This is an optimization exercise on Yosys and OpenROAD, whose aim is small area and a short achievable clock period, not a production implementation. No activity file was given, so power comes from the tool's default toggle rates.

// ALU_TOP
module ALU_TOP #(
  parameter DATA_WIDTH = 16
  ) (
  input wire [DATA_WIDTH - 1 : 0] A,
  input wire [DATA_WIDTH - 1 : 0] B,
  input wire [3:0] ALU_FUN,
  input wire CLK,
  output wire [DATA_WIDTH - 1 : 0] Arith_OUT,
  output wire Carry_OUT,
  output wire Arith_Flag,
  output wire [DATA_WIDTH - 1 : 0] Logic_OUT,
  output wire Logic_Flag,
  output wire [DATA_WIDTH - 1 : 0] Shift_OUT,
  output wire Shift_Flag,
  output wire [DATA_WIDTH - 1 : 0] CMP_OUT,
  output wire CMP_Flag
  );
For scale: roughly 69 flip-flops, about 110 I/O pins, ~20000 um2 of cells after synthesis.
==> flow/config.mk <==
export PLATFORM = sky130hd
export DESIGN_NAME = ALU_TOP
export DESIGN_NICKNAME = ALU_TOP
export VERILOG_FILES = /design/flow/design.v
export SDC_FILE = /design/flow/constraint.sdc
export NUM_CORES = 4
export LEC_CHECK = 0
export CAP_MARGIN = 20
export CORE_MARGIN = 2
export CORE_UTILIZATION = 60
export SLEW_MARGIN = 20
export TNS_END_PERCENT = 0
==> flow/constraint.sdc <==
create_clock -name core_clock -period 38.0 [get_ports {CLK}]
set_input_delay 7.6000 -clock core_clock [delete_from_list [all_inputs] [get_ports {CLK}]]
set_output_delay 7.6000 -clock core_clock [all_outputs]
set_load 0.01 [all_outputs]
standard.sh (not shown) runs the stock make flow with config.mk's settings and CLKGATE_MAP_FILE= SYNTH_SCRIPT=/design/flow/synth_recipe.tcl, a recipe that flattens the netlist after the stock synthesis.
==> flow/flow/run.sh <==
#!/bin/bash
# The standard layout, with the resizer's setup repair aimed well below the
# clock period (the SDC is unchanged; only how hard repair_timing works).
set -euo pipefail
bash standard.sh SETUP_SLACK_MARGIN=22 finish > standard_make.log 2>&1
The baseline completed with no timing, DRC or antenna violations.
Next try:
--- a/flow/flow/run.sh
+++ b/flow/flow/run.sh
@@ -4,2 +4,3 @@
 set -euo pipefail
-bash standard.sh SETUP_SLACK_MARGIN=22 finish > standard_make.log 2>&1
+MARGIN=${MARGIN:-22}
+bash standard.sh SETUP_SLACK_MARGIN=$MARGIN finish > standard_make.log 2>&1
CORE_UTILIZATION = 40   (was 60)
TNS_END_PERCENT = default   (was 0)
Effect: The changed run completed with no timing, DRC or antenna violations. Setup slack improved by 100 ps. Flip-flop and latch count is unchanged. Critical path depth increases by 2.
Next try:
==> flow/flow/run.sh (replaced) <==
#!/bin/bash
# The standard layout, with the resizer's setup repair aimed well below the
# clock period (the SDC is unchanged; only how hard repair_timing works).
set -euo pipefail
bash standard.sh SETUP_SLACK_MARGIN=23 finish > standard_make.log 2>&1
CORE_UTILIZATION = 60   (was 40)
Outcome: The changed run completed without violations; critical path depth is lower by 2; wire length hardly moves; die area fell by about 33%; fmax increases by about 0.4%; final cell count drops by 4.7%; clock-buffer cell count is lower by 1; non-clock buffer count went up by 55; cell area rose by about 2.7%.
Next try:
==> flow/run.sh (new file) <==
#!/bin/bash
# synth_recipe.tcl (not shown) runs the flow's synth.tcl, then flattens the netlist and writes it again
# the make line also repeats each setting of config.mk as NAME=value (left out here)
make -C /OpenROAD-flow-scripts/flow DESIGN_CONFIG=/design/flow/config.mk WORK_HOME=/design/flow/orfs CLKGATE_MAP_FILE= SYNTH_SCRIPT=/design/flow/synth_recipe.tcl finish
CORE_UTILIZATION = 40   (was 60)
removed: flow/flow/run.sh
removed: flow/standard.sh
=> The new run ran to the end with no violations. Sequential power goes down by a few percent. Core utilization fell by 35 points. Worst setup slack got worse by 3000 ps. Via count goes down by roughly a tenth. Power goes down by about a fifth.
Function was not checked in any run of this note: the RTL went through the layout flow alone.

## before
ALU_TOP, a different RTL version from the one above (not shown whole).
For scale: ~2800 cells after synthesis, about 69 flip-flops, roughly 110 I/O pins, ~19000 µm² of cells after synthesis.
Settings: LEC_CHECK=0, CAP_MARGIN=20, CORE_MARGIN=2, CORE_UTILIZATION=60, SLEW_MARGIN=20, TNS_END_PERCENT=0; clock period 38.0 ns.
==> flow/flow/run.sh <==
#!/bin/bash
# The standard layout with two changes to how it is made (the SDC, clock
# period and constraints are unchanged):
#  - synthesis leaves adders to ABC instead of mapping them to full/half-adder
#    cells first (ADDER_MAP_FILE empty skips extract_fa); registers are the
#    same as in the standard synthesis;
#  - the resizer's setup repair aims at a slack well above zero, so it keeps
#    sizing the critical path after the 38 ns clock is met.
set -euo pipefail
MARGIN=22
bash standard.sh ADDER_MAP_FILE= SETUP_SLACK_MARGIN=$MARGIN finish > standard_make.log 2>&1
## Diff of input files: after against before
-- flow/flow/run.sh --
<<< before, line 10
MARGIN=22
>>> after, line 10
MARGIN=23.5
Findings:
- On total cell area at the placement stage, the lower figure sits with before, not after.
- As far as initial antenna violation count goes, after and before are indistinguishable; the numbers are identical.
- Compared with before, after is the less power-hungry design.
- after reports a lower count of buffering cells on the critical path with inverters included than before does.
- First-iteration DRC count shrinks by more than 10% when moving from before to after.
- When after is measured against before, its cell area turns out 5.4% lower.
- after against before: largest incremental delay on the critical path -0.13 ns, routed wire length now smaller, number of nets in the finished design has decreased, number of buffers inserted to repair setup after CTS moved down.
- As of after, power dissipated by switching net loads had fallen by a few percent compared to before.
Function was not checked in any run of this note: the RTL went through the layout flow alone.

separate check: timing with driven ports:
No port has a modelled driver above. Below, the same layouts with a new extraction and two added sets of constraints. Step 1 assumes that a clkbuf_16 drives the clock port and a buf_2 every other input. Step 2 times the ports against the registers' clock, not the clock port: input delays grow and output delays shrink by t, the midpoint of the rising clock arrivals with the driver on. Slacks: ideal / step 1 / step 2; pairs: ideal / step 1.
| run | t, ns | setup slack, ns | worst setup path at the end | slew at the worst register clock pin (ns) | worst data-port slew with drivers (ns) |
|---|---|---|---|---|---|
| the first run of note 1 | 0.424 | 21.450 / 21.396 / 21.393 | input to register | 0.07 / 0.07 | 0.06 |
| the second run of note 1 | 0.431 | 21.552 / 21.502 / 21.809 | input to register | 0.07 / 0.07 | 0.04 |
| the third run of note 1 | 0.424 | 21.617 / 21.561 / 21.922 | input to register | 0.09 / 0.09 | 0.05 |
| the fourth run of note 1 | 0.436 | 18.602 / 18.551 / 18.987 | register to output | 0.09 / 0.09 | 0.06 |
| before | 0.426 | 21.146 / 21.088 / 21.325 | input to register | 0.07 / 0.07 | 0.04 |
| after | 0.431 | 21.113 / 21.056 / 21.021 | input to register | 0.09 / 0.09 | 0.05 |
After both steps every run listed still meets setup and hold. The setup slack of after, which loses most, moves by -0.057 ns with the drivers and by -0.092 ns with both steps.
